From an optimization exercise on the open Yosys and OpenROAD flow, aimed at small area, a short achievable clock period and few clock cycles per item; shortcuts taken in it are not production practice. The RTL was checked by simulation tests, not by an equivalence proof against the original design. No activity file was given, so power comes from the tool's default toggle rates.

File: design.v
module sse_acc (
	input  logic        clk,
	input  logic        rst,
	input  logic        ps1,
	input  logic [7:0]  pe1,
	input  logic [24:0] pu1,
	input  logic        v5,
	input  logic        l5,
	output logic        out_valid,
	output logic [31:0] Y
);
	localparam logic [31:0] NAN = 32'h7f800001;
	logic [31:0] acc;
	logic        v6, l6, fresh;
	logic        ps;
	logic [7:0]  pe;
	logic        pNaN, pInf;   
	logic [23:0] yp;
	logic [3:0]  shH;    
	logic [7:0]  shL;    
	logic        selP;
	logic        as;
	logic [7:0]  ae;
	logic [22:0] af;
	assign {as, ae, af} = acc;
	logic aNaN, aInf, aZ, pZ;
	assign aNaN = (&ae) & (|af);
	assign aInf = (&ae) & ~(|af);
	assign aZ = fresh | ~(|ae);
	assign pZ = ~(|pe);
	logic normal;
	assign normal = ~aZ & ~aNaN & ~aInf & ~pNaN & ~pInf & ~pZ;
	logic [23:0] ya;
	logic [24:0] S, S1;
	logic        ovf;
	logic [7:0]  E, E1;
	logic [23:0] ma, yh;
	assign ma = {1'b1, af};
	always_comb begin
		for (int i = 0; i < 24; i++) begin
			yh[i] = (shH[0] & ma[i]) | (shH[1] & (i + 8 < 24 ? ma[(i + 8) % 24] : 1'b0))
				| (shH[2] & (i + 16 < 24 ? ma[(i + 16) % 24] : 1'b0));
			ya[i] = 0;
			for (int j = 0; j < 8; j++)
				if (i + j < 24) ya[i] = ya[i] | (shL[j] & yh[i + j]);
		end
	end
	sse_cadd #(.W(24), .L(5)) add (.a(ya), .b(yp), .s0(S), .s1(S1));
	assign ovf = S[24];
	assign E = selP ? pe : ae;
	assign E1 = E + 8'd1;
	logic [31:0] nres, pval, res;
	logic        selN, selA, selP2, selNaN;
	assign nres = ovf ? {as, E1, S1[23:1]} : {as, E, S[22:0]};
	assign pval = {ps, pe, aZ ? yp[22:0] : 23'd0};
	assign selN = v6 & normal;
	assign selNaN = v6 & (aZ ? pNaN : (aNaN | pNaN | (aInf & pInf & (as != ps))));
	assign selA = ~v6 | (~aZ & ~aNaN & ~pNaN & (aInf ? (~pInf | (as == ps)) : (~pInf & pZ)));
	assign selP2 = v6 & (aZ ? (~pNaN & ~pZ) : (~aNaN & ~pNaN & ~aInf & pInf));
	assign res = ({32{selN}} & nres) | ({32{selA}} & acc) | ({32{selP2}} & pval) | ({32{selNaN}} & NAN);
	logic [25:0] pinc;
	logic [22:0] f1n;
	logic [23:0] m1n;
	logic [7:0]  e1n;
	sse_inc #(.W(25), .L(5)) inc1 (.a(pu1), .s(pinc));
	assign f1n = pu1[24] ? pinc[23:1] : pu1[22:0];
	assign m1n = {1'b1, f1n};
	assign e1n = pe1;
	logic [23:0] yp0, yp1;
	logic [8:0]  dP0, dA0;
	logic [4:0]  shA0, shA1;
	logic        sel0, sel1, inc;
	logic       ebP;
	logic [8:0] dPa, dPp, dAa, dAp;
	assign ebP = v6 & (aZ | selP);
	assign dPa = {1'b0, ae} - {1'b0, e1n};
	assign dPp = {1'b0, pe} - {1'b0, e1n};
	assign dAa = {1'b0, e1n} - {1'b0, ae};
	assign dAp = {1'b0, e1n} - {1'b0, pe};
	assign dP0 = ebP ? dPp : dPa;
	assign dA0 = ebP ? dAp : dAa;
	assign inc = v6 & ~aZ & ~pZ & ovf;
	assign sel0 = dP0[8];
	assign sel1 = sel0 & (dA0 != 9'd1);
	assign yp0 = sel0 ? m1n : (dP0[7:0] > 8'd23) ? 24'd0 : (m1n >> dP0[4:0]);
	assign yp1 = sel0 ? m1n : {1'b0, yp0[23:1]};
	assign shA0 = ~sel0 ? 5'd0 : (dA0[7:0] > 8'd23) ? 5'd24 : dA0[4:0];
	assign shA1 = ~sel1 ? 5'd0 : (dA0[7:0] > 8'd24) ? 5'd24 : (dA0[4:0] - 5'd1);
	logic azn;
	assign azn = v6 ? (l6 | (aZ & pZ)) : aZ;
	logic [23:0] ypc0, ypc1;
	logic [3:0]  shH0, shH1;
	logic [7:0]  shL0, shL1;
	assign ypc0 = azn ? m1n : yp0;
	assign ypc1 = azn ? m1n : yp1;
	assign shH0 = {1'b0, shA0[4:3] == 2'd2, shA0[4:3] == 2'd1, shA0[4:3] == 2'd0};
	assign shH1 = {1'b0, shA1[4:3] == 2'd2, shA1[4:3] == 2'd1, shA1[4:3] == 2'd0};
	always_comb
		for (int j = 0; j < 8; j++) begin
			shL0[j] = (shA0[2:0] == j);
			shL1[j] = (shA1[2:0] == j);
		end
	always_ff @(posedge clk) begin
		ps <= ps1;
		pe <= e1n;
		pNaN <= (&e1n) & (|f1n);
		pInf <= (&e1n) & ~(|f1n);
		l6 <= l5;
		acc <= res;
		selP <= inc ? sel1 : sel0;
		shH <= inc ? shH1 : shH0;
		shL <= inc ? shL1 : shL0;
		yp <= inc ? ypc1 : ypc0;
		if (rst) begin
			v6 <= 0;
			fresh <= 1;
			out_valid <= 0;
		end
		else begin
			v6 <= v5;
			if (v6) fresh <= l6;
			out_valid <= v6 & l6;
		end
	end
	assign Y = acc;
endmodule
module sse_cadd #(parameter int W = 24, parameter int L = 5) (
	input  logic [W-1:0] a,
	input  logic [W-1:0] b,
	output logic [W:0]   s0,
	output logic [W:0]   s1
);
	logic [W-1:0] g [0:L];
	logic [W-1:0] t [0:L];
	logic [W-1:0] h;
	assign g[0] = a & b;
	assign t[0] = a | b;
	assign h = a ^ b;
	genvar l, i;
	generate
		for (l = 0; l < L; l++) begin : g_lvl
			for (i = 0; i < W; i++) begin : g_bit
				if (i >= (1 << l)) begin : g_op
					assign g[l + 1][i] = g[l][i] | (t[l][i] & g[l][i - (1 << l)]);
					assign t[l + 1][i] = t[l][i] & t[l][i - (1 << l)];
				end
				else begin : g_pass
					assign g[l + 1][i] = g[l][i];
					assign t[l + 1][i] = t[l][i];
				end
			end
		end
	endgenerate
	assign s0 = {g[L][W-1], h ^ {g[L][W-2:0], 1'b0}};
	assign s1 = {g[L][W-1] | t[L][W-1], h ^ {g[L][W-2:0] | t[L][W-2:0], 1'b1}};
endmodule
module sse_add #(parameter int W = 24, parameter int L = 5) (
	input  logic [W-1:0] a,
	input  logic [W-1:0] b,
	input  logic         ci,
	output logic [W:0]   s
);
	logic [W:0] g [0:L];
	logic [W:0] p [0:L];
	assign g[0] = {a & b, ci};
	assign p[0] = {a ^ b, 1'b0};
	genvar l, i;
	generate
		for (l = 0; l < L; l++) begin : g_lvl
			for (i = 0; i <= W; i++) begin : g_bit
				if ((i >> l) & 1) begin : g_op
					assign g[l + 1][i] = g[l][i] | (p[l][i] & g[l][((i >> l) << l) - 1]);
					assign p[l + 1][i] = p[l][i] & p[l][((i >> l) << l) - 1];
				end
				else begin : g_pass
					assign g[l + 1][i] = g[l][i];
					assign p[l + 1][i] = p[l][i];
				end
			end
		end
	endgenerate
	assign s = {g[L][W], p[0][W:1] ^ g[L][W-1:0]};
endmodule
module sse_inc #(parameter int W = 24, parameter int L = 5) (
	input  logic [W-1:0] a,
	output logic [W:0]   s
);
	logic [W-1:0] p [0:L];
	assign p[0] = a;
	genvar l, i;
	generate
		for (l = 0; l < L; l++) begin : g_lvl
			for (i = 0; i < W; i++) begin : g_bit
				if ((i >> l) & 1) begin : g_op
					assign p[l + 1][i] = p[l][i] & p[l][((i >> l) << l) - 1];
				end
				else begin : g_pass
					assign p[l + 1][i] = p[l][i];
				end
			end
		end
	endgenerate
	assign s = {p[L][W-1], a ^ {p[L][W-2:0], 1'b1}};
endmodule
module sse_sq_tree (
	input  logic [22:0] f,
	output logic [47:0] q0,
	output logic [47:0] q1
);
	wire t1 = ~(~(f[0] & f[17]) ^ ~(f[1] & f[16]));
	wire t2 = ~(f[0] & f[17]) | ~(f[1] & f[16]);
	wire t3 = ~(~(f[0] & f[18]) ^ ~(f[1] & f[17]));
	wire t4 = ~(f[0] & f[18]) | ~(f[1] & f[17]);
	wire t5, t6;
	sse_fa ut5 (.a(~(f[0] & f[19])), .b(~(f[1] & f[18])), .c(~(f[2] & f[17])), .s(t5), .co(t6));
	wire t7 = ~(~(f[3] & f[16]) ^ ~(f[4] & f[15]));
	wire t8 = ~(f[3] & f[16]) | ~(f[4] & f[15]);
	wire t9, t10;
	sse_fa ut9 (.a(~(f[0] & f[20])), .b(~(f[1] & f[19])), .c(~(f[2] & f[18])), .s(t9), .co(t10));
	wire t11 = ~(~(f[3] & f[17]) ^ ~(f[4] & f[16]));
	wire t12 = ~(f[3] & f[17]) | ~(f[4] & f[16]);
	wire t13, t14;
	sse_fa ut13 (.a(~(f[0] & f[21])), .b(~(f[1] & f[20])), .c(~(f[2] & f[19])), .s(t13), .co(t14));
	wire t15, t16;
	sse_fa ut15 (.a(~(f[3] & f[18])), .b(~(f[4] & f[17])), .c(~(f[5] & f[16])), .s(t15), .co(t16));
	wire t17 = ~(~(f[6] & f[15]) ^ ~(f[7] & f[14]));
	wire t18 = ~(f[6] & f[15]) | ~(f[7] & f[14]);
	wire t19, t20;
	sse_fa ut19 (.a(~(f[0] & f[22])), .b(~(f[1] & f[21])), .c(~(f[2] & f[20])), .s(t19), .co(t20));
	wire t21, t22;
	sse_fa ut21 (.a(~(f[3] & f[19])), .b(~(f[4] & f[18])), .c(~(f[5] & f[17])), .s(t21), .co(t22));
	wire t23 = ~(~(f[6] & f[16]) ^ ~(f[7] & f[15]));
	wire t24 = ~(f[6] & f[16]) | ~(f[7] & f[15]);
	wire t25, t26;
	sse_fa ut25 (.a(~f[0]), .b(~(f[1] & f[22])), .c(~(f[2] & f[21])), .s(t25), .co(t26));
	wire t27, t28;
	sse_fa ut27 (.a(~(f[3] & f[20])), .b(~(f[4] & f[19])), .c(~(f[5] & f[18])), .s(t27), .co(t28));
	wire t29, t30;
	sse_fa ut29 (.a(~(f[6] & f[17])), .b(~(f[7] & f[16])), .c(~(f[8] & f[15])), .s(t29), .co(t30));
	wire t31 = ~(~(f[9] & f[14]) ^ ~(f[10] & f[13]));
	wire t32 = ~(f[9] & f[14]) | ~(f[10] & f[13]);
	wire t33, t34;
	sse_fa ut33 (.a(~f[1]), .b(~(f[2] & f[22])), .c(~(f[3] & f[21])), .s(t33), .co(t34));
	wire t35, t36;
	sse_fa ut35 (.a(~(f[4] & f[20])), .b(~(f[5] & f[19])), .c(~(f[6] & f[18])), .s(t35), .co(t36));
	wire t37, t38;
	sse_fa ut37 (.a(~(f[7] & f[17])), .b(~(f[8] & f[16])), .c(~(f[9] & f[15])), .s(t37), .co(t38));
	wire t39, t40;
	sse_fa ut39 (.a(~f[2]), .b(~(f[3] & f[22])), .c(~(f[4] & f[21])), .s(t39), .co(t40));
	wire t41, t42;
	sse_fa ut41 (.a(~(f[5] & f[20])), .b(~(f[6] & f[19])), .c(~(f[7] & f[18])), .s(t41), .co(t42));
	wire t43, t44;
	sse_fa ut43 (.a(~(f[8] & f[17])), .b(~(f[9] & f[16])), .c(~(f[10] & f[15])), .s(t43), .co(t44));
	wire t45, t46;
	sse_fa ut45 (.a(~f[3]), .b(~(f[4] & f[22])), .c(~(f[5] & f[21])), .s(t45), .co(t46));
	wire t47, t48;
	sse_fa ut47 (.a(~(f[6] & f[20])), .b(~(f[7] & f[19])), .c(~(f[8] & f[18])), .s(t47), .co(t48));
	wire t49, t50;
	sse_fa ut49 (.a(~f[4]), .b(~(f[5] & f[22])), .c(~(f[6] & f[21])), .s(t49), .co(t50));
	wire t51, t52;
	sse_fa ut51 (.a(~(f[7] & f[20])), .b(~(f[8] & f[19])), .c(~(f[9] & f[18])), .s(t51), .co(t52));
	wire t53, t54;
	sse_fa ut53 (.a(~f[5]), .b(~(f[6] & f[22])), .c(~(f[7] & f[21])), .s(t53), .co(t54));
	wire t55, t56;
	sse_fa ut55 (.a(~f[6]), .b(~(f[7] & f[22])), .c(~(f[8] & f[21])), .s(t55), .co(t56));
	wire t57 = ~(~(f[0] & f[11]) ^ ~(f[1] & f[10]));
	wire t58 = ~(f[0] & f[11]) | ~(f[1] & f[10]);
	wire t59 = ~(~(f[0] & f[12]) ^ ~(f[1] & f[11]));
	wire t60 = ~(f[0] & f[12]) | ~(f[1] & f[11]);
	wire t61, t62;
	sse_fa ut61 (.a(~(f[0] & f[13])), .b(~(f[1] & f[12])), .c(~(f[2] & f[11])), .s(t61), .co(t62));
	wire t63 = ~(~(f[3] & f[10]) ^ ~(f[4] & f[9]));
	wire t64 = ~(f[3] & f[10]) | ~(f[4] & f[9]);
	wire t65, t66;
	sse_fa ut65 (.a(~(f[0] & f[14])), .b(~(f[1] & f[13])), .c(~(f[2] & f[12])), .s(t65), .co(t66));
	wire t67 = ~(~(f[3] & f[11]) ^ ~(f[4] & f[10]));
	wire t68 = ~(f[3] & f[11]) | ~(f[4] & f[10]);
	wire t69, t70;
	sse_fa ut69 (.a(~(f[0] & f[15])), .b(~(f[1] & f[14])), .c(~(f[2] & f[13])), .s(t69), .co(t70));
	wire t71, t72;
	sse_fa ut71 (.a(~(f[3] & f[12])), .b(~(f[4] & f[11])), .c(~(f[5] & f[10])), .s(t71), .co(t72));
	wire t73 = ~(~(f[6] & f[9]) ^ ~(f[7] & f[8]));
	wire t74 = ~(f[6] & f[9]) | ~(f[7] & f[8]);
	wire t75, t76;
	sse_fa ut75 (.a(~(f[0] & f[16])), .b(~(f[1] & f[15])), .c(~(f[2] & f[14])), .s(t75), .co(t76));
	wire t77, t78;
	sse_fa ut77 (.a(~(f[3] & f[13])), .b(~(f[4] & f[12])), .c(~(f[5] & f[11])), .s(t77), .co(t78));
	wire t79 = ~(~(f[6] & f[10]) ^ ~(f[7] & f[9]));
	wire t80 = ~(f[6] & f[10]) | ~(f[7] & f[9]);
	wire t81, t82;
	sse_fa ut81 (.a(t1), .b(~(f[2] & f[15])), .c(~(f[3] & f[14])), .s(t81), .co(t82));
	wire t83, t84;
	sse_fa ut83 (.a(~(f[4] & f[13])), .b(~(f[5] & f[12])), .c(~(f[6] & f[11])), .s(t83), .co(t84));
	wire t85, t86;
	sse_fa ut85 (.a(~(f[7] & f[10])), .b(~(f[8] & f[9])), .c(~f[9]), .s(t85), .co(t86));
	wire t87, t88;
	sse_fa ut87 (.a(t2), .b(t3), .c(~(f[2] & f[16])), .s(t87), .co(t88));
	wire t89, t90;
	sse_fa ut89 (.a(~(f[3] & f[15])), .b(~(f[4] & f[14])), .c(~(f[5] & f[13])), .s(t89), .co(t90));
	wire t91, t92;
	sse_fa ut91 (.a(~(f[6] & f[12])), .b(~(f[7] & f[11])), .c(~(f[8] & f[10])), .s(t91), .co(t92));
	wire t93, t94;
	sse_fa ut93 (.a(t4), .b(t5), .c(t7), .s(t93), .co(t94));
	wire t95, t96;
	sse_fa ut95 (.a(~(f[5] & f[14])), .b(~(f[6] & f[13])), .c(~(f[7] & f[12])), .s(t95), .co(t96));
	wire t97, t98;
	sse_fa ut97 (.a(~(f[8] & f[11])), .b(~(f[9] & f[10])), .c(~f[10]), .s(t97), .co(t98));
	wire t99, t100;
	sse_fa ut99 (.a(t6), .b(t8), .c(t9), .s(t99), .co(t100));
	wire t101, t102;
	sse_fa ut101 (.a(t11), .b(~(f[5] & f[15])), .c(~(f[6] & f[14])), .s(t101), .co(t102));
	wire t103, t104;
	sse_fa ut103 (.a(~(f[7] & f[13])), .b(~(f[8] & f[12])), .c(~(f[9] & f[11])), .s(t103), .co(t104));
	wire t105, t106;
	sse_fa ut105 (.a(t10), .b(t12), .c(t13), .s(t105), .co(t106));
	wire t107, t108;
	sse_fa ut107 (.a(t15), .b(t17), .c(~(f[8] & f[13])), .s(t107), .co(t108));
	wire t109, t110;
	sse_fa ut109 (.a(~(f[9] & f[12])), .b(~(f[10] & f[11])), .c(~f[11]), .s(t109), .co(t110));
	wire t111, t112;
	sse_fa ut111 (.a(t14), .b(t16), .c(t18), .s(t111), .co(t112));
	wire t113, t114;
	sse_fa ut113 (.a(t19), .b(t21), .c(t23), .s(t113), .co(t114));
	wire t115, t116;
	sse_fa ut115 (.a(~(f[8] & f[14])), .b(~(f[9] & f[13])), .c(~(f[10] & f[12])), .s(t115), .co(t116));
	wire t117, t118;
	sse_fa ut117 (.a(t20), .b(t22), .c(t24), .s(t117), .co(t118));
	wire t119, t120;
	sse_fa ut119 (.a(t25), .b(t27), .c(t29), .s(t119), .co(t120));
	wire t121, t122;
	sse_fa ut121 (.a(t31), .b(~(f[11] & f[12])), .c(~f[12]), .s(t121), .co(t122));
	wire t123, t124;
	sse_fa ut123 (.a(t26), .b(t28), .c(t30), .s(t123), .co(t124));
	wire t125, t126;
	sse_fa ut125 (.a(t32), .b(t33), .c(t35), .s(t125), .co(t126));
	wire t127, t128;
	sse_fa ut127 (.a(t37), .b(~(f[10] & f[14])), .c(~(f[11] & f[13])), .s(t127), .co(t128));
	wire t129, t130;
	sse_fa ut129 (.a(t34), .b(t36), .c(t38), .s(t129), .co(t130));
	wire t131, t132;
	sse_fa ut131 (.a(t39), .b(t41), .c(t43), .s(t131), .co(t132));
	wire t133, t134;
	sse_fa ut133 (.a(~(f[11] & f[14])), .b(~(f[12] & f[13])), .c(~f[13]), .s(t133), .co(t134));
	wire t135, t136;
	sse_fa ut135 (.a(t40), .b(t42), .c(t44), .s(t135), .co(t136));
	wire t137, t138;
	sse_fa ut137 (.a(t45), .b(t47), .c(~(f[9] & f[17])), .s(t137), .co(t138));
	wire t139, t140;
	sse_fa ut139 (.a(~(f[10] & f[16])), .b(~(f[11] & f[15])), .c(~(f[12] & f[14])), .s(t139), .co(t140));
	wire t141, t142;
	sse_fa ut141 (.a(t46), .b(t48), .c(t49), .s(t141), .co(t142));
	wire t143, t144;
	sse_fa ut143 (.a(t51), .b(~(f[10] & f[17])), .c(~(f[11] & f[16])), .s(t143), .co(t144));
	wire t145, t146;
	sse_fa ut145 (.a(~(f[12] & f[15])), .b(~(f[13] & f[14])), .c(~f[14]), .s(t145), .co(t146));
	wire t147, t148;
	sse_fa ut147 (.a(t50), .b(t52), .c(t53), .s(t147), .co(t148));
	wire t149, t150;
	sse_fa ut149 (.a(~(f[8] & f[20])), .b(~(f[9] & f[19])), .c(~(f[10] & f[18])), .s(t149), .co(t150));
	wire t151, t152;
	sse_fa ut151 (.a(~(f[11] & f[17])), .b(~(f[12] & f[16])), .c(~(f[13] & f[15])), .s(t151), .co(t152));
	wire t153, t154;
	sse_fa ut153 (.a(t54), .b(t55), .c(~(f[9] & f[20])), .s(t153), .co(t154));
	wire t155, t156;
	sse_fa ut155 (.a(~(f[10] & f[19])), .b(~(f[11] & f[18])), .c(~(f[12] & f[17])), .s(t155), .co(t156));
	wire t157, t158;
	sse_fa ut157 (.a(~(f[13] & f[16])), .b(~(f[14] & f[15])), .c(~f[15]), .s(t157), .co(t158));
	wire t159, t160;
	sse_fa ut159 (.a(t56), .b(~f[7]), .c(~(f[8] & f[22])), .s(t159), .co(t160));
	wire t161, t162;
	sse_fa ut161 (.a(~(f[9] & f[21])), .b(~(f[10] & f[20])), .c(~(f[11] & f[19])), .s(t161), .co(t162));
	wire t163, t164;
	sse_fa ut163 (.a(~(f[12] & f[18])), .b(~(f[13] & f[17])), .c(~(f[14] & f[16])), .s(t163), .co(t164));
	wire t165, t166;
	sse_fa ut165 (.a(~f[8]), .b(~(f[9] & f[22])), .c(~(f[10] & f[21])), .s(t165), .co(t166));
	wire t167, t168;
	sse_fa ut167 (.a(~(f[11] & f[20])), .b(~(f[12] & f[19])), .c(~(f[13] & f[18])), .s(t167), .co(t168));
	wire t169, t170;
	sse_fa ut169 (.a(~(f[14] & f[17])), .b(~(f[15] & f[16])), .c(~f[16]), .s(t169), .co(t170));
	wire t171, t172;
	sse_fa ut171 (.a(~f[9]), .b(~(f[10] & f[22])), .c(~(f[11] & f[21])), .s(t171), .co(t172));
	wire t173, t174;
	sse_fa ut173 (.a(~(f[12] & f[20])), .b(~(f[13] & f[19])), .c(~(f[14] & f[18])), .s(t173), .co(t174));
	wire t175, t176;
	sse_fa ut175 (.a(~f[10]), .b(~(f[11] & f[22])), .c(~(f[12] & f[21])), .s(t175), .co(t176));
	wire t177, t178;
	sse_fa ut177 (.a(~(f[13] & f[20])), .b(~(f[14] & f[19])), .c(~(f[15] & f[18])), .s(t177), .co(t178));
	wire t179, t180;
	sse_fa ut179 (.a(~f[11]), .b(~(f[12] & f[22])), .c(~(f[13] & f[21])), .s(t179), .co(t180));
	wire t181, t182;
	sse_fa ut181 (.a(~f[12]), .b(~(f[13] & f[22])), .c(~(f[14] & f[21])), .s(t181), .co(t182));
	wire t183 = ~(~(f[0] & f[7]) ^ ~(f[1] & f[6]));
	wire t184 = ~(f[0] & f[7]) | ~(f[1] & f[6]);
	wire t185 = ~(~(f[0] & f[8]) ^ ~(f[1] & f[7]));
	wire t186 = ~(f[0] & f[8]) | ~(f[1] & f[7]);
	wire t187, t188;
	sse_fa ut187 (.a(~(f[0] & f[9])), .b(~(f[1] & f[8])), .c(~(f[2] & f[7])), .s(t187), .co(t188));
	wire t189 = ~(~(f[3] & f[6]) ^ ~(f[4] & f[5]));
	wire t190 = ~(f[3] & f[6]) | ~(f[4] & f[5]);
	wire t191, t192;
	sse_fa ut191 (.a(~(f[0] & f[10])), .b(~(f[1] & f[9])), .c(~(f[2] & f[8])), .s(t191), .co(t192));
	wire t193 = ~(~(f[3] & f[7]) ^ ~(f[4] & f[6]));
	wire t194 = ~(f[3] & f[7]) | ~(f[4] & f[6]);
	wire t195, t196;
	sse_fa ut195 (.a(t57), .b(~(f[2] & f[9])), .c(~(f[3] & f[8])), .s(t195), .co(t196));
	wire t197, t198;
	sse_fa ut197 (.a(~(f[4] & f[7])), .b(~(f[5] & f[6])), .c(~f[6]), .s(t197), .co(t198));
	wire t199, t200;
	sse_fa ut199 (.a(t58), .b(t59), .c(~(f[2] & f[10])), .s(t199), .co(t200));
	wire t201, t202;
	sse_fa ut201 (.a(~(f[3] & f[9])), .b(~(f[4] & f[8])), .c(~(f[5] & f[7])), .s(t201), .co(t202));
	wire t203, t204;
	sse_fa ut203 (.a(t60), .b(t61), .c(t63), .s(t203), .co(t204));
	wire t205, t206;
	sse_fa ut205 (.a(~(f[5] & f[8])), .b(~(f[6] & f[7])), .c(~f[7]), .s(t205), .co(t206));
	wire t207, t208;
	sse_fa ut207 (.a(t62), .b(t64), .c(t65), .s(t207), .co(t208));
	wire t209, t210;
	sse_fa ut209 (.a(t67), .b(~(f[5] & f[9])), .c(~(f[6] & f[8])), .s(t209), .co(t210));
	wire t211, t212;
	sse_fa ut211 (.a(t66), .b(t68), .c(t69), .s(t211), .co(t212));
	wire t213, t214;
	sse_fa ut213 (.a(t71), .b(t73), .c(~f[8]), .s(t213), .co(t214));
	wire t215, t216;
	sse_fa ut215 (.a(t70), .b(t72), .c(t74), .s(t215), .co(t216));
	wire t217, t218;
	sse_fa ut217 (.a(t75), .b(t77), .c(t79), .s(t217), .co(t218));
	wire t219, t220;
	sse_fa ut219 (.a(t76), .b(t78), .c(t80), .s(t219), .co(t220));
	wire t221, t222;
	sse_fa ut221 (.a(t81), .b(t83), .c(t85), .s(t221), .co(t222));
	wire t223, t224;
	sse_fa ut223 (.a(t82), .b(t84), .c(t86), .s(t223), .co(t224));
	wire t225, t226;
	sse_fa ut225 (.a(t87), .b(t89), .c(t91), .s(t225), .co(t226));
	wire t227, t228;
	sse_fa ut227 (.a(t88), .b(t90), .c(t92), .s(t227), .co(t228));
	wire t229, t230;
	sse_fa ut229 (.a(t93), .b(t95), .c(t97), .s(t229), .co(t230));
	wire t231, t232;
	sse_fa ut231 (.a(t94), .b(t96), .c(t98), .s(t231), .co(t232));
	wire t233, t234;
	sse_fa ut233 (.a(t99), .b(t101), .c(t103), .s(t233), .co(t234));
	wire t235, t236;
	sse_fa ut235 (.a(t100), .b(t102), .c(t104), .s(t235), .co(t236));
	wire t237, t238;
	sse_fa ut237 (.a(t105), .b(t107), .c(t109), .s(t237), .co(t238));
	wire t239, t240;
	sse_fa ut239 (.a(t106), .b(t108), .c(t110), .s(t239), .co(t240));
	wire t241, t242;
	sse_fa ut241 (.a(t111), .b(t113), .c(t115), .s(t241), .co(t242));
	wire t243, t244;
	sse_fa ut243 (.a(t112), .b(t114), .c(t116), .s(t243), .co(t244));
	wire t245, t246;
	sse_fa ut245 (.a(t117), .b(t119), .c(t121), .s(t245), .co(t246));
	wire t247, t248;
	sse_fa ut247 (.a(t118), .b(t120), .c(t122), .s(t247), .co(t248));
	wire t249, t250;
	sse_fa ut249 (.a(t123), .b(t125), .c(t127), .s(t249), .co(t250));
	wire t251, t252;
	sse_fa ut251 (.a(t124), .b(t126), .c(t128), .s(t251), .co(t252));
	wire t253, t254;
	sse_fa ut253 (.a(t129), .b(t131), .c(t133), .s(t253), .co(t254));
	wire t255, t256;
	sse_fa ut255 (.a(t130), .b(t132), .c(t134), .s(t255), .co(t256));
	wire t257, t258;
	sse_fa ut257 (.a(t135), .b(t137), .c(t139), .s(t257), .co(t258));
	wire t259, t260;
	sse_fa ut259 (.a(t136), .b(t138), .c(t140), .s(t259), .co(t260));
	wire t261, t262;
	sse_fa ut261 (.a(t141), .b(t143), .c(t145), .s(t261), .co(t262));
	wire t263, t264;
	sse_fa ut263 (.a(t142), .b(t144), .c(t146), .s(t263), .co(t264));
	wire t265, t266;
	sse_fa ut265 (.a(t147), .b(t149), .c(t151), .s(t265), .co(t266));
	wire t267, t268;
	sse_fa ut267 (.a(t148), .b(t150), .c(t152), .s(t267), .co(t268));
	wire t269, t270;
	sse_fa ut269 (.a(t153), .b(t155), .c(t157), .s(t269), .co(t270));
	wire t271, t272;
	sse_fa ut271 (.a(t154), .b(t156), .c(t158), .s(t271), .co(t272));
	wire t273, t274;
	sse_fa ut273 (.a(t159), .b(t161), .c(t163), .s(t273), .co(t274));
	wire t275, t276;
	sse_fa ut275 (.a(t160), .b(t162), .c(t164), .s(t275), .co(t276));
	wire t277, t278;
	sse_fa ut277 (.a(t165), .b(t167), .c(t169), .s(t277), .co(t278));
	wire t279, t280;
	sse_fa ut279 (.a(t166), .b(t168), .c(t170), .s(t279), .co(t280));
	wire t281, t282;
	sse_fa ut281 (.a(t171), .b(t173), .c(~(f[15] & f[17])), .s(t281), .co(t282));
	wire t283, t284;
	sse_fa ut283 (.a(t172), .b(t174), .c(t175), .s(t283), .co(t284));
	wire t285, t286;
	sse_fa ut285 (.a(t177), .b(~(f[16] & f[17])), .c(~f[17]), .s(t285), .co(t286));
	wire t287, t288;
	sse_fa ut287 (.a(t176), .b(t178), .c(t179), .s(t287), .co(t288));
	wire t289, t290;
	sse_fa ut289 (.a(~(f[14] & f[20])), .b(~(f[15] & f[19])), .c(~(f[16] & f[18])), .s(t289), .co(t290));
	wire t291, t292;
	sse_fa ut291 (.a(t180), .b(t181), .c(~(f[15] & f[20])), .s(t291), .co(t292));
	wire t293, t294;
	sse_fa ut293 (.a(~(f[16] & f[19])), .b(~(f[17] & f[18])), .c(~f[18]), .s(t293), .co(t294));
	wire t295, t296;
	sse_fa ut295 (.a(t182), .b(~f[13]), .c(~(f[14] & f[22])), .s(t295), .co(t296));
	wire t297, t298;
	sse_fa ut297 (.a(~(f[15] & f[21])), .b(~(f[16] & f[20])), .c(~(f[17] & f[19])), .s(t297), .co(t298));
	wire t299, t300;
	sse_fa ut299 (.a(~f[14]), .b(~(f[15] & f[22])), .c(~(f[16] & f[21])), .s(t299), .co(t300));
	wire t301, t302;
	sse_fa ut301 (.a(~(f[17] & f[20])), .b(~(f[18] & f[19])), .c(~f[19]), .s(t301), .co(t302));
	wire t303, t304;
	sse_fa ut303 (.a(~f[15]), .b(~(f[16] & f[22])), .c(~(f[17] & f[21])), .s(t303), .co(t304));
	wire t305, t306;
	sse_fa ut305 (.a(~f[16]), .b(~(f[17] & f[22])), .c(~(f[18] & f[21])), .s(t305), .co(t306));
	wire t307 = ~(~(f[0] & f[5]) ^ ~(f[1] & f[4]));
	wire t308 = ~(f[0] & f[5]) | ~(f[1] & f[4]);
	wire t309 = ~(~(f[0] & f[6]) ^ ~(f[1] & f[5]));
	wire t310 = ~(f[0] & f[6]) | ~(f[1] & f[5]);
	wire t311, t312;
	sse_fa ut311 (.a(t183), .b(~(f[2] & f[5])), .c(~(f[3] & f[4])), .s(t311), .co(t312));
	wire t313, t314;
	sse_fa ut313 (.a(t184), .b(t185), .c(~(f[2] & f[6])), .s(t313), .co(t314));
	wire t315, t316;
	sse_fa ut315 (.a(t186), .b(t187), .c(t189), .s(t315), .co(t316));
	wire t317, t318;
	sse_fa ut317 (.a(t188), .b(t190), .c(t191), .s(t317), .co(t318));
	wire t319, t320;
	sse_fa ut319 (.a(t192), .b(t194), .c(t195), .s(t319), .co(t320));
	wire t321, t322;
	sse_fa ut321 (.a(t196), .b(t198), .c(t199), .s(t321), .co(t322));
	wire t323, t324;
	sse_fa ut323 (.a(t200), .b(t202), .c(t203), .s(t323), .co(t324));
	wire t325, t326;
	sse_fa ut325 (.a(t204), .b(t206), .c(t207), .s(t325), .co(t326));
	wire t327, t328;
	sse_fa ut327 (.a(t208), .b(t210), .c(t211), .s(t327), .co(t328));
	wire t329, t330;
	sse_fa ut329 (.a(t212), .b(t214), .c(t215), .s(t329), .co(t330));
	wire t331, t332;
	sse_fa ut331 (.a(t216), .b(t218), .c(t219), .s(t331), .co(t332));
	wire t333, t334;
	sse_fa ut333 (.a(t220), .b(t222), .c(t223), .s(t333), .co(t334));
	wire t335, t336;
	sse_fa ut335 (.a(t224), .b(t226), .c(t227), .s(t335), .co(t336));
	wire t337, t338;
	sse_fa ut337 (.a(t228), .b(t230), .c(t231), .s(t337), .co(t338));
	wire t339, t340;
	sse_fa ut339 (.a(t232), .b(t234), .c(t235), .s(t339), .co(t340));
	wire t341, t342;
	sse_fa ut341 (.a(t236), .b(t238), .c(t239), .s(t341), .co(t342));
	wire t343, t344;
	sse_fa ut343 (.a(t240), .b(t242), .c(t243), .s(t343), .co(t344));
	wire t345, t346;
	sse_fa ut345 (.a(t244), .b(t246), .c(t247), .s(t345), .co(t346));
	wire t347, t348;
	sse_fa ut347 (.a(t248), .b(t250), .c(t251), .s(t347), .co(t348));
	wire t349, t350;
	sse_fa ut349 (.a(t252), .b(t254), .c(t255), .s(t349), .co(t350));
	wire t351, t352;
	sse_fa ut351 (.a(t256), .b(t258), .c(t259), .s(t351), .co(t352));
	wire t353, t354;
	sse_fa ut353 (.a(t260), .b(t262), .c(t263), .s(t353), .co(t354));
	wire t355, t356;
	sse_fa ut355 (.a(t264), .b(t266), .c(t267), .s(t355), .co(t356));
	wire t357, t358;
	sse_fa ut357 (.a(t268), .b(t270), .c(t271), .s(t357), .co(t358));
	wire t359, t360;
	sse_fa ut359 (.a(t272), .b(t274), .c(t275), .s(t359), .co(t360));
	wire t361, t362;
	sse_fa ut361 (.a(t276), .b(t278), .c(t279), .s(t361), .co(t362));
	wire t363, t364;
	sse_fa ut363 (.a(t280), .b(t282), .c(t283), .s(t363), .co(t364));
	wire t365, t366;
	sse_fa ut365 (.a(t284), .b(t286), .c(t287), .s(t365), .co(t366));
	wire t367, t368;
	sse_fa ut367 (.a(t288), .b(t290), .c(t291), .s(t367), .co(t368));
	wire t369, t370;
	sse_fa ut369 (.a(t292), .b(t294), .c(t295), .s(t369), .co(t370));
	wire t371, t372;
	sse_fa ut371 (.a(t296), .b(t298), .c(t299), .s(t371), .co(t372));
	wire t373, t374;
	sse_fa ut373 (.a(t300), .b(t302), .c(t303), .s(t373), .co(t374));
	wire t375, t376;
	sse_fa ut375 (.a(t304), .b(t305), .c(~(f[19] & f[20])), .s(t375), .co(t376));
	wire t377, t378;
	sse_fa ut377 (.a(t306), .b(~f[17]), .c(~(f[18] & f[22])), .s(t377), .co(t378));
	wire t379, t380;
	sse_fa ut379 (.a(~f[18]), .b(~(f[19] & f[22])), .c(~(f[20] & f[21])), .s(t379), .co(t380));
	wire t381 = ~(~(f[0] & f[3]) ^ ~(f[1] & f[2]));
	wire t382 = ~(f[0] & f[3]) | ~(f[1] & f[2]);
	wire t383 = ~(~(f[0] & f[4]) ^ ~(f[1] & f[3]));
	wire t384 = ~(f[0] & f[4]) | ~(f[1] & f[3]);
	wire t385, t386;
	sse_fa ut385 (.a(t307), .b(~(f[2] & f[3])), .c(~f[3]), .s(t385), .co(t386));
	wire t387, t388;
	sse_fa ut387 (.a(t308), .b(t309), .c(~(f[2] & f[4])), .s(t387), .co(t388));
	wire t389, t390;
	sse_fa ut389 (.a(t310), .b(t311), .c(~f[4]), .s(t389), .co(t390));
	wire t391, t392;
	sse_fa ut391 (.a(t312), .b(t313), .c(~(f[3] & f[5])), .s(t391), .co(t392));
	wire t393, t394;
	sse_fa ut393 (.a(t314), .b(t315), .c(~f[5]), .s(t393), .co(t394));
	wire t395, t396;
	sse_fa ut395 (.a(t316), .b(t317), .c(t193), .s(t395), .co(t396));
	wire t397, t398;
	sse_fa ut397 (.a(t318), .b(t319), .c(t197), .s(t397), .co(t398));
	wire t399, t400;
	sse_fa ut399 (.a(t320), .b(t321), .c(t201), .s(t399), .co(t400));
	wire t401, t402;
	sse_fa ut401 (.a(t322), .b(t323), .c(t205), .s(t401), .co(t402));
	wire t403, t404;
	sse_fa ut403 (.a(t324), .b(t325), .c(t209), .s(t403), .co(t404));
	wire t405, t406;
	sse_fa ut405 (.a(t326), .b(t327), .c(t213), .s(t405), .co(t406));
	wire t407, t408;
	sse_fa ut407 (.a(t328), .b(t329), .c(t217), .s(t407), .co(t408));
	wire t409, t410;
	sse_fa ut409 (.a(t330), .b(t331), .c(t221), .s(t409), .co(t410));
	wire t411, t412;
	sse_fa ut411 (.a(t332), .b(t333), .c(t225), .s(t411), .co(t412));
	wire t413, t414;
	sse_fa ut413 (.a(t334), .b(t335), .c(t229), .s(t413), .co(t414));
	wire t415, t416;
	sse_fa ut415 (.a(t336), .b(t337), .c(t233), .s(t415), .co(t416));
	wire t417, t418;
	sse_fa ut417 (.a(t338), .b(t339), .c(t237), .s(t417), .co(t418));
	wire t419, t420;
	sse_fa ut419 (.a(t340), .b(t341), .c(t241), .s(t419), .co(t420));
	wire t421, t422;
	sse_fa ut421 (.a(t342), .b(t343), .c(t245), .s(t421), .co(t422));
	wire t423, t424;
	sse_fa ut423 (.a(t344), .b(t345), .c(t249), .s(t423), .co(t424));
	wire t425, t426;
	sse_fa ut425 (.a(t346), .b(t347), .c(t253), .s(t425), .co(t426));
	wire t427, t428;
	sse_fa ut427 (.a(t348), .b(t349), .c(t257), .s(t427), .co(t428));
	wire t429, t430;
	sse_fa ut429 (.a(t350), .b(t351), .c(t261), .s(t429), .co(t430));
	wire t431, t432;
	sse_fa ut431 (.a(t352), .b(t353), .c(t265), .s(t431), .co(t432));
	wire t433, t434;
	sse_fa ut433 (.a(t354), .b(t355), .c(t269), .s(t433), .co(t434));
	wire t435, t436;
	sse_fa ut435 (.a(t356), .b(t357), .c(t273), .s(t435), .co(t436));
	wire t437, t438;
	sse_fa ut437 (.a(t358), .b(t359), .c(t277), .s(t437), .co(t438));
	wire t439, t440;
	sse_fa ut439 (.a(t360), .b(t361), .c(t281), .s(t439), .co(t440));
	wire t441, t442;
	sse_fa ut441 (.a(t362), .b(t363), .c(t285), .s(t441), .co(t442));
	wire t443, t444;
	sse_fa ut443 (.a(t364), .b(t365), .c(t289), .s(t443), .co(t444));
	wire t445, t446;
	sse_fa ut445 (.a(t366), .b(t367), .c(t293), .s(t445), .co(t446));
	wire t447, t448;
	sse_fa ut447 (.a(t368), .b(t369), .c(t297), .s(t447), .co(t448));
	wire t449, t450;
	sse_fa ut449 (.a(t370), .b(t371), .c(t301), .s(t449), .co(t450));
	wire t451, t452;
	sse_fa ut451 (.a(t372), .b(t373), .c(~(f[18] & f[20])), .s(t451), .co(t452));
	wire t453, t454;
	sse_fa ut453 (.a(t374), .b(t375), .c(~f[20]), .s(t453), .co(t454));
	wire t455, t456;
	sse_fa ut455 (.a(t376), .b(t377), .c(~(f[19] & f[21])), .s(t455), .co(t456));
	wire t457, t458;
	sse_fa ut457 (.a(t378), .b(t379), .c(~f[21]), .s(t457), .co(t458));
	wire t459, t460;
	sse_fa ut459 (.a(t380), .b(~f[19]), .c(~(f[20] & f[22])), .s(t459), .co(t460));
	wire t461, t462;
	sse_fa ut461 (.a(~f[20]), .b(~(f[21] & f[22])), .c(~f[22]), .s(t461), .co(t462));
	assign q0[0] = ~f[0];
	assign q1[0] = 1'b1;
	assign q0[1] = 1'b1;
	assign q1[1] = 1'b1;
	assign q0[2] = ~(f[0] & f[1]);
	assign q1[2] = ~f[1];
	assign q0[3] = ~(f[0] & f[2]);
	assign q1[3] = 1'b1;
	assign q0[4] = t381;
	assign q1[4] = ~f[2];
	assign q0[5] = t382;
	assign q1[5] = t383;
	assign q0[6] = t384;
	assign q1[6] = t385;
	assign q0[7] = t386;
	assign q1[7] = t387;
	assign q0[8] = t388;
	assign q1[8] = t389;
	assign q0[9] = t390;
	assign q1[9] = t391;
	assign q0[10] = t392;
	assign q1[10] = t393;
	assign q0[11] = t394;
	assign q1[11] = t395;
	assign q0[12] = t396;
	assign q1[12] = t397;
	assign q0[13] = t398;
	assign q1[13] = t399;
	assign q0[14] = t400;
	assign q1[14] = t401;
	assign q0[15] = t402;
	assign q1[15] = t403;
	assign q0[16] = t404;
	assign q1[16] = t405;
	assign q0[17] = t406;
	assign q1[17] = t407;
	assign q0[18] = t408;
	assign q1[18] = t409;
	assign q0[19] = t410;
	assign q1[19] = t411;
	assign q0[20] = t412;
	assign q1[20] = t413;
	assign q0[21] = t414;
	assign q1[21] = t415;
	assign q0[22] = t416;
	assign q1[22] = t417;
	assign q0[23] = t418;
	assign q1[23] = t419;
	assign q0[24] = t420;
	assign q1[24] = t421;
	assign q0[25] = t422;
	assign q1[25] = t423;
	assign q0[26] = t424;
	assign q1[26] = t425;
	assign q0[27] = t426;
	assign q1[27] = t427;
	assign q0[28] = t428;
	assign q1[28] = t429;
	assign q0[29] = t430;
	assign q1[29] = t431;
	assign q0[30] = t432;
	assign q1[30] = t433;
	assign q0[31] = t434;
	assign q1[31] = t435;
	assign q0[32] = t436;
	assign q1[32] = t437;
	assign q0[33] = t438;
	assign q1[33] = t439;
	assign q0[34] = t440;
	assign q1[34] = t441;
	assign q0[35] = t442;
	assign q1[35] = t443;
	assign q0[36] = t444;
	assign q1[36] = t445;
	assign q0[37] = t446;
	assign q1[37] = t447;
	assign q0[38] = t448;
	assign q1[38] = t449;
	assign q0[39] = t450;
	assign q1[39] = t451;
	assign q0[40] = t452;
	assign q1[40] = t453;
	assign q0[41] = t454;
	assign q1[41] = t455;
	assign q0[42] = t456;
	assign q1[42] = t457;
	assign q0[43] = t458;
	assign q1[43] = t459;
	assign q0[44] = t460;
	assign q1[44] = t461;
	assign q0[45] = t462;
	assign q1[45] = ~f[21];
	assign q0[46] = 1'b0;
	assign q1[46] = ~f[22];
	assign q0[47] = 1'b1;
	assign q1[47] = 1'b1;
endmodule
module sse_sq_sum (
	input  logic [47:0] q0,
	input  logic [47:0] q1,
	output logic [47:0] P
);
	logic [48:0] s;
	sse_add #(.W(48), .L(6)) add (.a(q0), .b(q1), .ci(1'b1), .s(s));
	assign P = ~s[47:0];
endmodule
module sse_fa (
	input  logic a, b, c,
	output logic s, co
);
	assign s = a ^ b ^ c;
	assign co = (a & b) | (a & c) | (b & c);
endmodule
module SSE (
	input  logic        clk,
	input  logic        rst,
	input  logic        in_valid,
	input  logic        in_last,
	input  logic [31:0] A,
	input  logic [31:0] B,
	output logic        in_ready,
	output logic        out_valid,
	output logic [31:0] Y
);
	localparam logic [31:0] NAN = 32'h7f800001;
	logic v0, v2, v3, v4, v5;
	logic l0, l2, l3, l4, l5;
	always_ff @(posedge clk) begin
		if (rst) begin
			in_ready <= 0;
			{v0, v2, v3, v4, v5} <= 0;
		end
		else begin
			in_ready <= 1;
			v0 <= in_valid & in_ready;
			{v2, v3, v4, v5} <= {v0, v2, v3, v4};
		end
		{l0, l2, l3, l4, l5} <= {in_last, l0, l2, l3, l4};
	end
	logic        sA, sB;
	logic [7:0]  eA, eB;
	logic [22:0] fA, fB;
	assign {sA, eA, fA} = A;
	assign {sB, eB, fB} = B;
	logic nanA, nanB, infA, infB, zA, zB;
	assign nanA = (&eA) & (|fA);
	assign nanB = (&eB) & (|fB);
	assign infA = (&eA) & ~(|fA);
	assign infB = (&eB) & ~(|fB);
	assign zA = ~(|eA);
	assign zB = ~(|eB);
	logic        spec;
	logic [31:0] sval;
	always_comb begin
		spec = 1;
		if (nanA | nanB) sval = NAN;
		else if (infA & infB) sval = (sA == sB) ? A : NAN;
		else if (infA) sval = A;
		else if (infB) sval = B;
		else if (zA & zB) sval = 0;
		else if (zA) sval = {~sB, B[30:0]};
		else if (zB) sval = A;
		else begin
			spec = 0;
			sval = A;
		end
	end
	logic [8:0]  dAB;
	logic [7:0]  dBA;
	logic        aLess, eEq, fLess, swp;
	assign dAB = {1'b0, eA} - {1'b0, eB};
	assign dBA = eB - eA;
	assign aLess = dAB[8];
	assign eEq = (eA == eB);
	assign fLess = fA < fB;
	assign swp = A[30:0] < B[30:0];    
	logic [22:0] x0, y0;
	logic [4:0]  k0;
	logic [7:0]  e0;
	logic        s0, sub0;
	always_ff @(posedge clk) begin
		y0 <= swp ? fA : fB;
		if (spec) begin
			x0 <= sval[22:0];
			k0 <= 5'd24;
			e0 <= sval[30:23];
			s0 <= sval[31];
			sub0 <= 0;
		end
		else begin
			x0 <= swp ? fB : fA;
			k0 <= aLess ? ((dBA > 8'd23) ? 5'd24 : dBA[4:0]) : ((dAB[7:0] > 8'd23) ? 5'd24 : dAB[4:0]);
			e0 <= aLess ? eB : eA;
			s0 <= (sA == sB) ? (swp ^ sA) : sA;
			sub0 <= (sA == sB);
		end
	end
	logic [23:0] y1;
	assign y1 = {1'b1, y0} >> k0;
	logic [24:0] sum2;
	sse_add #(.W(24), .L(5)) add1 (.a({1'b1, x0}), .b(sub0 ? ~y1 : y1), .ci(sub0), .s(sum2));
	logic [24:0] r2;
	logic [7:0]  e2;
	logic        s2, sub2;
	always_ff @(posedge clk) begin
		r2 <= {sum2[24] & ~sub0, sum2[23:0]};
		e2 <= e0;
		s2 <= s0;
		sub2 <= sub0;
	end
	logic [24:0] inc3;
	logic [25:0] inc3x;
	assign inc3 = inc3x[24:0];
	sse_inc #(.W(25), .L(5)) inc1 (.a(r2), .s(inc3x));
	logic [31:0] zx;
	logic [7:0]  nz1;
	logic [15:0] nc1;
	logic [3:0]  nz2;
	logic [11:0] nc2;
	logic [1:0]  nz3;
	logic [7:0]  nc3;
	logic [4:0]  lz;
	assign zx = {r2[23:0], 8'hff};
	genvar gi;
	generate
		for (gi = 0; gi < 8; gi++) begin : g_l1
			logic [3:0] q;
			assign q = zx[4 * gi +: 4];
			assign nz1[gi] = |q;
			assign nc1[2 * gi +: 2] = q[3] ? 2'd0 : q[2] ? 2'd1 : q[1] ? 2'd2 : 2'd3;
		end
		for (gi = 0; gi < 4; gi++) begin : g_l2
			assign nz2[gi] = nz1[2 * gi + 1] | nz1[2 * gi];
			assign nc2[3 * gi +: 3] = nz1[2 * gi + 1] ? {1'b0, nc1[4 * gi + 2 +: 2]} : {1'b1, nc1[4 * gi +: 2]};
		end
		for (gi = 0; gi < 2; gi++) begin : g_l3
			assign nz3[gi] = nz2[2 * gi + 1] | nz2[2 * gi];
			assign nc3[4 * gi +: 4] = nz2[2 * gi + 1] ? {1'b0, nc2[6 * gi + 3 +: 3]} : {1'b1, nc2[6 * gi +: 3]};
		end
	endgenerate
	assign lz = nz3[1] ? {1'b0, nc3[7:4]} : {1'b1, nc3[3:0]};
	logic [23:0] n1;
	assign n1 = r2[23:0] << lz;
	logic        s3;
	logic [7:0]  e3;
	logic [4:0]  lz3;
	logic [22:0] f3;
	always_ff @(posedge clk) begin
		if (sub2) begin
			if (r2[23:0] == 0) begin
				s3 <= 0;
				e3 <= 0;
				lz3 <= 0;
			end
			else begin
				s3 <= s2;
				e3 <= e2;
				lz3 <= lz;
			end
			f3 <= n1[22:0];
		end
		else begin
			s3 <= s2;
			e3 <= r2[24] ? e2 + 8'd1 : e2;
			lz3 <= 0;
			f3 <= r2[24] ? inc3[23:1] : r2[22:0];
		end
	end
	logic        sd;
	logic [7:0]  ed;
	logic [22:0] fd;
	assign sd = s3;
	assign ed = e3 - {3'd0, lz3};
	assign fd = f3;
	logic [9:0] ex4;
	assign ex4 = {1'b0, ed, 1'b0} - 10'd127;
	logic [47:0] q0, q1;
	sse_sq_tree sq (.f(fd), .q0(q0), .q1(q1));
	logic spec4, ssp4, esp4, nsp4;
	always_comb begin
		spec4 = 1;
		ssp4 = 0;
		esp4 = 1;
		nsp4 = 0;
		if ((&ed) & (|fd)) nsp4 = 1;
		else if (&ed) ssp4 = sd;
		else if (~(|ed)) esp4 = 0;
		else if (~ex4[9] & (ex4[8:0] > 9'd254)) ;
		else if (ex4[9] | (ex4 == 0)) esp4 = 0;
		else spec4 = 0;
	end
	logic [47:0] r40, r41;
	logic [7:0]  e4;
	logic        spec5i, ssp5i, esp5i, nsp5i;
	always_ff @(posedge clk) begin
		r40 <= q0;
		r41 <= q1;
		e4 <= ex4[7:0];
		spec5i <= spec4;
		ssp5i <= ssp4;
		esp5i <= esp4;
		nsp5i <= nsp4;
	end
	logic [47:0] P;
	logic [24:0] U;
	sse_sq_sum sqs (.q0(r40), .q1(r41), .P(P));
	assign U = P[47:23];
	logic        ps5;
	logic [7:0]  pe5;
	logic [24:0] pu5;
	always_comb begin
		if (spec5i) begin
			ps5 = ssp5i;
			pe5 = {8{esp5i}};
			pu5 = {24'd0, nsp5i};
		end
		else begin
			ps5 = 0;
			pe5 = U[24] ? e4 + 8'd1 : e4;
			pu5 = U;
		end
	end
	logic        ps1;
	logic [7:0]  pe1;
	logic [24:0] pu1;
	always_ff @(posedge clk) begin
		ps1 <= ps5;
		pe1 <= pe5;
		pu1 <= pu5;
	end
	sse_acc acc (
		.clk(clk), .rst(rst),
		.ps1(ps1), .pe1(pe1), .pu1(pu1), .v5(v5), .l5(l5),
		.out_valid(out_valid), .Y(Y)
	);
endmodule
File: flow/run.sh
#!/bin/bash
set -euo pipefail
bash standard.sh SETUP_SLACK_MARGIN=5.8 "BUFFER_PORTS_ARGS=-buffer_cell sky130_fd_sc_hd__buf_1" finish > standard.log 2>&1
File: config.mk
export PLATFORM = sky130hd
export DESIGN_NAME = SSE
export DESIGN_NICKNAME = SSE
export VERILOG_FILES = /design/flow/design.v
export SDC_FILE = /design/flow/constraint.sdc
export NUM_CORES = 4
export LEC_CHECK = 0
export CAP_MARGIN = 20
export CORE_MARGIN = 2
export CORE_UTILIZATION = 55
export CTS_CLUSTER_DIAMETER = 100
export CTS_CLUSTER_SIZE = 30
export PLACE_DENSITY = 0.72
export SETUP_SLACK_MARGIN = 5
export SLEW_MARGIN = 20
export SYNTH_HIERARCHICAL = 1
export SYNTH_MINIMUM_KEEP_SIZE = 0
File: constraint.sdc
create_clock -name core_clock -period 10.0 [get_ports {clk}]
set_input_delay 2.0000 -clock core_clock [delete_from_list [all_inputs] [get_ports {clk}]]
set_output_delay 2.0000 -clock core_clock [all_outputs]
set_load 0.01 [all_outputs]
File: standard.sh
#!/bin/bash
# synth_recipe.tcl (not shown) runs the flow's synth.tcl, then flattens the netlist and writes it again
# the make line also repeats each setting of config.mk as NAME=value (left out here)
make -C /OpenROAD-flow-scripts/flow DESIGN_CONFIG=/design/flow/config.mk WORK_HOME=/design/flow/orfs CLKGATE_MAP_FILE= SYNTH_SCRIPT=/design/flow/synth_recipe.tcl "${@:-finish}"
==> results of run 1 <==
==> stage by stage <==
step           hold WS [ns]  instances  setup WS [ns]
3_3_place_gp          0.311       4345           4.75
3_5_place_dp          0.312       4346           4.66
2_1_floorplan         0.310       3706           5.77
4_1_cts               0.331       4390           5.80
5_1_grt               0.339       4404           5.67
6_report              0.332       4404           5.88
==> area by class of cell <==
type / instances / area, µm² / area share
multi-input combinational: 2781 / 23200 / 0.676
sequential: 368 / 7420 / 0.216
inverter: 287 / 1090 / 0.0318
tap: 773 / 967 / 0.0282
timing repair buffer: 160 / 907 / 0.0264
clock buffer: 21 / 514 / 0.0150
clock inverter: 13 / 205 / 0.00598
timing repair inverter: 1 / 5.00 / 0.000146
==> sequential cells by signal, indices dropped and copies added, names as in the netlist, 23 cells and up <==
signal and count:
x0 23, f3 23, acc.yp 24, acc.acc 32
r40 48, r2 25, pu1 25, y0 23
r41 48
==> power by group <==
| group | internal [µW] | switching, µW | leakage [µW] | total, µW |
|---|---|---|---|---|
| Sequential | 2120 | 563 | 0.00308 | 2680 |
| Clock | 440 | 574 | 0.000351 | 1010 |
| Combinational | 3750 | 5050 | 0.0101 | 8800 |
| Total | 6310 | 6190 | 0.0135 | 12500 |
==> layer usage <==
| metal | track usage | up-vias | share of wire |
|---|---|---|---|
| met5 | 0 | - | 0 |
| met3 | 0.0398 | 212 | 0.073 |
| met2 | 0.465 | 1166 | 0.47 |
| met1 | 0.371 | 13124 | 0.41 |
| met4 | 0.106 | 0 | 0.040 |
| li1 | - | 12755 | - |
==> cell usage in the layout (no fill, tap or decap), drive strengths merged, types with 18 or more instances in the layout <==
master,n
a211oi,36
a21o,45
a21oi,191
a221o,36
a221oi,19
a22o,33
a22oi,65
a31oi,20
and2,66
and3,27
buf,157
clkbuf,24
dfxtp,368
fa,222
ha,215
inv,292
mux2,53
mux2i,140
mux4,24
nand2,423
nand2b,18
nand3,79
nand4,64
nor2,228
nor2b,59
nor3,59
nor4,60
o211ai,19
o21ai,121
o22ai,39
o31ai,20
xnor2,93
xor2,85
==> worst register-to-register path: cells and delay by family (launching register included) <==
kind | cells | cell delay [ns]
and+or+nand+nor | 4 | 1.33
DFF | 1 | 0.64
AOI/OAI and AO/OA | 7 | 1.39
buffers and inverters | 2 | 0.30
adders and majority gates | 1 | 0.29
==> timing repair <==
action,in CTS,in global routing
gates resized for setup,79,67
hold buffers,0,0
setup buffers,7,12
endpoints found under the setup margin,98,113
cloned,3,2
pin swaps,5,11
==> worst paths after layout <==
kind / slack, ns / endpoint / startpoint
max: 5.88 / k0[2] / A[23]
min: 0.33 / l4 / l3
max reg2reg: 5.93 / acc.acc[29] / acc.shL[2]
min reg2reg: 0.33 / l4 / l3
==> impl_metrics.json, run 1 <==
{
  "htree_levels": 1,
  "grt.overflow.total": 0,
  "timing.clock.skew_ns": 0.0444,
  "relSlewSlack": 0.278,
  "p_total_uw": 12500,
  "core_um2": 58900,
  "wire_length_of_the_first_global_routing_pass_mm": 139,
  "hold_removal_path_class": "reg -> reg",
  "cap_violations": 0,
  "hold_viol": 0,
  "path_depth": 13,
  "fin_setup_tns_ns": 0,
  "grt_setup_unrepaired": "true",
  "placed_area_um2": 32800,
  "first_global_vias": 26105,
  "worst_reg_to_reg_path_cell_count": 14,
  "n_antenna_cell": 0,
  "clock-sinks": 368,
  "ios": 102,
  "drt_iter0_markers": 2412,
  "fmaxAchievable_mhz": 243,
  "worst_path_slowest_cell": "sky130_fd_sc_hd__fa_1",
  "rows": 89,
  "outcome": "no timing/DRC/antenna violations",
  "timing.final.crit_share": 0.412,
  "gp_routability_congestion": 1.00,
  "hold-path-cell-count": 0,
  "final_cell_area_um2": 34300,
  "tritoncts.num_buffers": 20,
  "slew_of_the_pin_with_the_lowest_slew_margin_ns": 1.08,
  "p_per_area_nw_per_um2": 364,
  "routed_wire_length_per_instance_um": 19.8,
  "drcViolationCount": 0,
  "crit_fanout": 7,
  "maximum_number_of_pins_on_one_net_before_global_route_repair": 40,
  "crit_path_cell_trace": "buf_1 -> inv_1 -> ha_1 -> inv_1 -> fa_1 -> a21o_1 -> a21o_1 -> o221a_2 -> o21a_1 -> o2111ai_2 -> nor4_4 -> a221oi_1 -> a21oi_1",
  "cts.clk_slew.worst_paths_ns": 0.11,
  "critical_path.top_delay_family": "compound AO/OA/AOI/OAI gates",
  "synth_area_per_cell_um2": 8.83,
  "cts_max_path_buffers": 3,
  "fp.dieW_um": 248,
  "yosys_warnings": 19,
  "netlist_instances": 3701,
  "cpPeakStageDelay_ns": 0.42,
  "crit_arrival_ns": 4.60,
  "area_delta_synth_final_pct": 5.00,
  "finalCoreUtilization": 0.583,
  "worstSetupEndpointType": "flop",
  "port-buffer-count": 101,
  "initial_utilization": 0.555,
  "dieArea_um2": 61400,
  "final.fill_count": 5144,
  "p_leak_uw": 0.0135,
  "initial_antenna_violation_count": 0,
  "routed_wirelength_mm": 87.1,
  "period_minus_slack_ns": 4.12,
  "dp_hpwl_mm": 65.7,
  "cts_root_buffer": "sky130_fd_sc_hd__clkbuf_16",
  "synthesis.area_um2": 32700,
  "timing.setup.critical_path_class": "in -> reg",
  "design.final.nets": 4124,
  "fp.dieH_um": 248,
  "clock_insertion_delay_worst_skew_ns": 0.60,
  "grt_usage": 0.280,
  "finalSetupViolCount": 0,
  "avgViaCountPerCell": 6.19,
  "drive_gt1_frac": 0.101,
  "timing_max_transition_violations_final": 0,
  "critical_path.startpoint_type": "input pin",
  "number_of_iterations_in_the_first_detailed_routing_pass": 7,
  "cts_tree": "built",
  "num_vias": 27257,
  "timing.critical_path.buf_inv": 3,
  "ir_worst_vdd_mv": 0.285,
  "drtAntennaViolNets": 0,
  "worst-endpoint-required_ns": 10.48
}
Testbench counts, summed over its fixed seeds: cycles 8,146, items 8,082.
==> run 2, diff against run 1 <==
--- a/design.v
+++ b/design.v
@@ -822,17 +822,14 @@
 	assign zB = ~(|eB);
-	logic        spec;
-	logic [31:0] sval;
+	logic spec, isNaN, kill, ssgn;
+	assign spec = zA | zB | (&eA) | (&eB);
+	assign isNaN = nanA | nanB | (infA & infB & (sA != sB));
+	assign kill = isNaN | (zA & zB);
 	always_comb begin
-		spec = 1;
-		if (nanA | nanB) sval = NAN;
-		else if (infA & infB) sval = (sA == sB) ? A : NAN;
-		else if (infA) sval = A;
-		else if (infB) sval = B;
-		else if (zA & zB) sval = 0;
-		else if (zA) sval = {~sB, B[30:0]};
-		else if (zB) sval = A;
-		else begin
-			spec = 0;
-			sval = A;
-		end
+		if (nanA | nanB) ssgn = 0;
+		else if (infA & infB) ssgn = (sA == sB) ? sA : 1'b0;
+		else if (infA) ssgn = sA;
+		else if (infB) ssgn = sB;
+		else if (zA & zB) ssgn = 0;
+		else if (zA) ssgn = ~sB;
+		else ssgn = sA;
 	end
@@ -853,7 +850,7 @@
 		y0 <= swp ? fA : fB;
+		x0 <= kill ? {22'd0, isNaN} : swp ? fB : fA;
+		e0 <= aLess ? eB : eA;
 		if (spec) begin
-			x0 <= sval[22:0];
 			k0 <= 5'd24;
-			e0 <= sval[30:23];
-			s0 <= sval[31];
+			s0 <= ssgn;
 			sub0 <= 0;
@@ -861,5 +858,3 @@
 		else begin
-			x0 <= swp ? fB : fA;
 			k0 <= aLess ? ((dBA > 8'd23) ? 5'd24 : dBA[4:0]) : ((dAB[7:0] > 8'd23) ? 5'd24 : dAB[4:0]);
-			e0 <= aLess ? eB : eA;
 			s0 <= (sA == sB) ? (swp ^ sA) : sA;
==> impl_metrics.json, run 2 <==
{
  "worst_path_slowest_cell": "sky130_fd_sc_hd__or4_4",
  "cts.clk_slew.worst_paths_ns": 0.12,
  "tritoncts.num_buffers": 21,
  "area_delta_synth_final_pct": 5.64,
  "slew_of_the_pin_with_the_lowest_slew_margin_ns": 1.07,
  "top_regs": "r40 (48), r41 (48), acc.acc (32)",
  "hold_path_end": "e2[1]",
  "netlist_instances": 3643,
  "worst-endpoint-required_ns": 10.51,
  "drt_iter0_markers": 2595,
  "hold_viol": 0,
  "number_of_iterations_in_the_first_detailed_routing_pass": 10,
  "worst_hold_slack_ns": 0.335,
  "yosys_warnings": 19,
  "reg2reg_slack_ns": 5.93,
  "core_um2": 57900,
  "hold_start": "e0[1]",
  "synth_area_per_cell_um2": 8.88,
  "finalSetupViolCount": 0,
  "fp.dieH_um": 246,
  "maximum_number_of_pins_on_one_net_before_global_route_repair": 39,
  "period_minus_slack_ns": 4.14,
  "fp.dieW_um": 246,
  "grt.overflow.total": 0,
  "hold-path-cell-count": 0,
  "final_common_cell": "sky130_fd_sc_hd__nand2_1",
  "synthesis.area_um2": 32300,
  "design.final.nets": 4066,
  "grt_setup_unrepaired": "true",
  "critical_path.startpoint_type": "input pin",
  "ios": 102,
  "dp_hpwl_mm": 65.2,
  "worstSetupEndpointType": "flop",
  "hold_removal_path_class": "reg -> reg",
  "initial_utilization": 0.558,
  "timing.clock.skew_ns": 0.0316,
  "timing_max_transition_violations_final": 0,
  "initial_antenna_violation_count": 0,
  "gp_routability_congestion": 1.01,
  "htree_levels": 1,
  "timing.final.crit_share": 0.414,
  "drive_gt1_frac": 0.105,
  "cap_violations": 0,
  "crit_arrival_ns": 4.65,
  "relSlewSlack": 0.287,
  "clock_insertion_delay_worst_skew_ns": 0.60,
  "worstReg2RegStart": "acc.acc[30]",
  "grt_usage": 0.281,
  "ir_worst_vdd_mv": 0.242,
  "timing.setup.critical_path_class": "in -> reg",
  "drcViolationCount": 0,
  "drtAntennaViolNets": 0,
  "p_per_area_nw_per_um2": 365,
  "first_global_vias": 25582,
  "fin_setup_tns_ns": 0,
  "wire_length_of_the_first_global_routing_pass_mm": 138,
  "n_antenna_cell": 0,
  "crit_path_cell_trace": "buf_1 -> inv_1 -> ha_1 -> nand4_1 -> or4_4 -> or3_1 -> o221ai_4 -> buf_4 -> buf_12 -> mux2_4 -> a21o_1",
  "rows": 88,
  "fmaxAchievable_mhz": 241,
  "worst_reg_to_reg_path_cell_count": 13,
  "routed_wirelength_mm": 87.1,
  "regToRegEndpoint": "acc.yp[2]",
  "dieArea_um2": 60800,
  "routed_wire_length_per_instance_um": 20.1,
  "holdBufCountCts": 0,
  "num_vias": 26869,
  "outcome": "no timing/DRC/antenna violations",
  "cts_max_path_buffers": 3,
  "final.fill_count": 5143,
  "cts_tree": "built",
  "cpPeakStageDelay_ns": 0.56,
  "p_leak_uw": 0.0135,
  "avgViaCountPerCell": 6.19,
  "layout.cells.most_common_list": "sky130_fd_sc_hd__nand2_1 (421), sky130_fd_sc_hd__dfxtp_1 (341), sky130_fd_sc_hd__inv_1 (282)",
  "clock-sinks": 368,
  "port-buffer-count": 101,
  "crit_fanout": 12,
  "cts_root_buffer": "sky130_fd_sc_hd__clkbuf_16"
}
run 2: final cells by class:
| class | count | area [µm²] | share of cell area |
|---|---|---|---|
| clock buffer | 22 | 529 | 0.0155 |
| clock inverter | 13 | 224 | 0.00656 |
| inverter | 291 | 1110 | 0.0326 |
| multi-input combinational | 2720 | 22900 | 0.671 |
| sequential | 368 | 7430 | 0.217 |
| tap | 765 | 957 | 0.0280 |
| timing repair buffer | 159 | 967 | 0.0283 |
| timing repair inverter | 1 | 5.00 | 0.000147 |
run 2: worst max-delay path by stage:
stage | to | slack, ns | from
4_1_cts | y0[18] | 5.79 | A[28]
2_1_floorplan | y0[15] | 5.78 | A[25]
6_report | x0[0] | 5.86 | A[23]
5_1_grt | acc.shL[5] | 5.74 | acc.shH[0]
3_5_place_dp | acc.shL[5] | 4.74 | acc.shH[0]
3_3_place_gp | x0[0] | 4.78 | A[27]
run 2: layer usage:
metal	up-vias	global-route usage	wire, µm
met5	-	0	0
met4	0	0.101	3500
met3	214	0.0412	6310
met2	1165	0.470	41300
met1	12984	0.369	36000
li1	12506	-	-
run 2: critical path, delay by kind of cell:
kind	cells	cell delay, ns
mux	1	0.30
simple gates	3	1.07
buf+inv	4	0.60
fa+ha+maj	1	0.30
compound gates	2	0.37
run 2: what timing repair did:
action                     in CTS  in global routing
cloned                          3                  4
pin swaps                       6                 14
setup buffers                   6                 12
setup endpoints to repair     115                109
resized for setup              66                 86
run 2: power by group:
group          internal (µW)  total (µW)  leakage [µW]  switching [µW]
sequential              2110        2750       0.00308             644
clock                    431        1040      0.000357             606
combinational           3740        8680        0.0101            4940
run 2: metrics by stage:
step           std cells   util  area (µm²)  total power, µW  setup WS, ns
2_1_floorplan       3648      -       32500            11400          5.78
3_5_place_dp        4279  0.562       32500            11200          4.74
5_1_grt             4339  0.590       34200            13800          5.74
3_3_place_gp        4279  0.562       32500            10900          4.78
6_report            4339  0.590       34200            12500          5.86
4_1_cts             4323  0.581       33700            12300          5.79
Testbench counts of run 2, summed over its fixed seeds: cycles 8,146, items 8,082.

==> afterwards: timing with drivers on the ports <==
The flow's constraints put no driver on any port. The routed layouts listed below were extracted and timed again, unchanged, in two steps. Step 1 (the two cells are an assumption about what drives the block):
set clk [get_ports {clk}]
set_driving_cell -lib_cell sky130_fd_sc_hd__clkbuf_16 $clk
set_driving_cell -lib_cell sky130_fd_sc_hd__buf_2 [delete_from_list [all_inputs] $clk]
Step 2, shift: input delay + t, output delay - t, t = (earliest + latest rising clock arrival at the registers) / 2. This alone moves slack from input paths to output paths. Three values: ideal, step 1, step 2; two values: the first two.
run	t, ns	setup WS [ns]	worst setup path at the end
run 1	0.635	5.885 / 5.925 / 5.289	input to register
run 2	0.647	5.858 / 5.901 / 5.254	input to register
After both steps setup and hold are still met in every run listed. For run 2, which loses most, drivers alone change the setup slack by +0.043 ns; drivers and shift together by -0.604 ns.
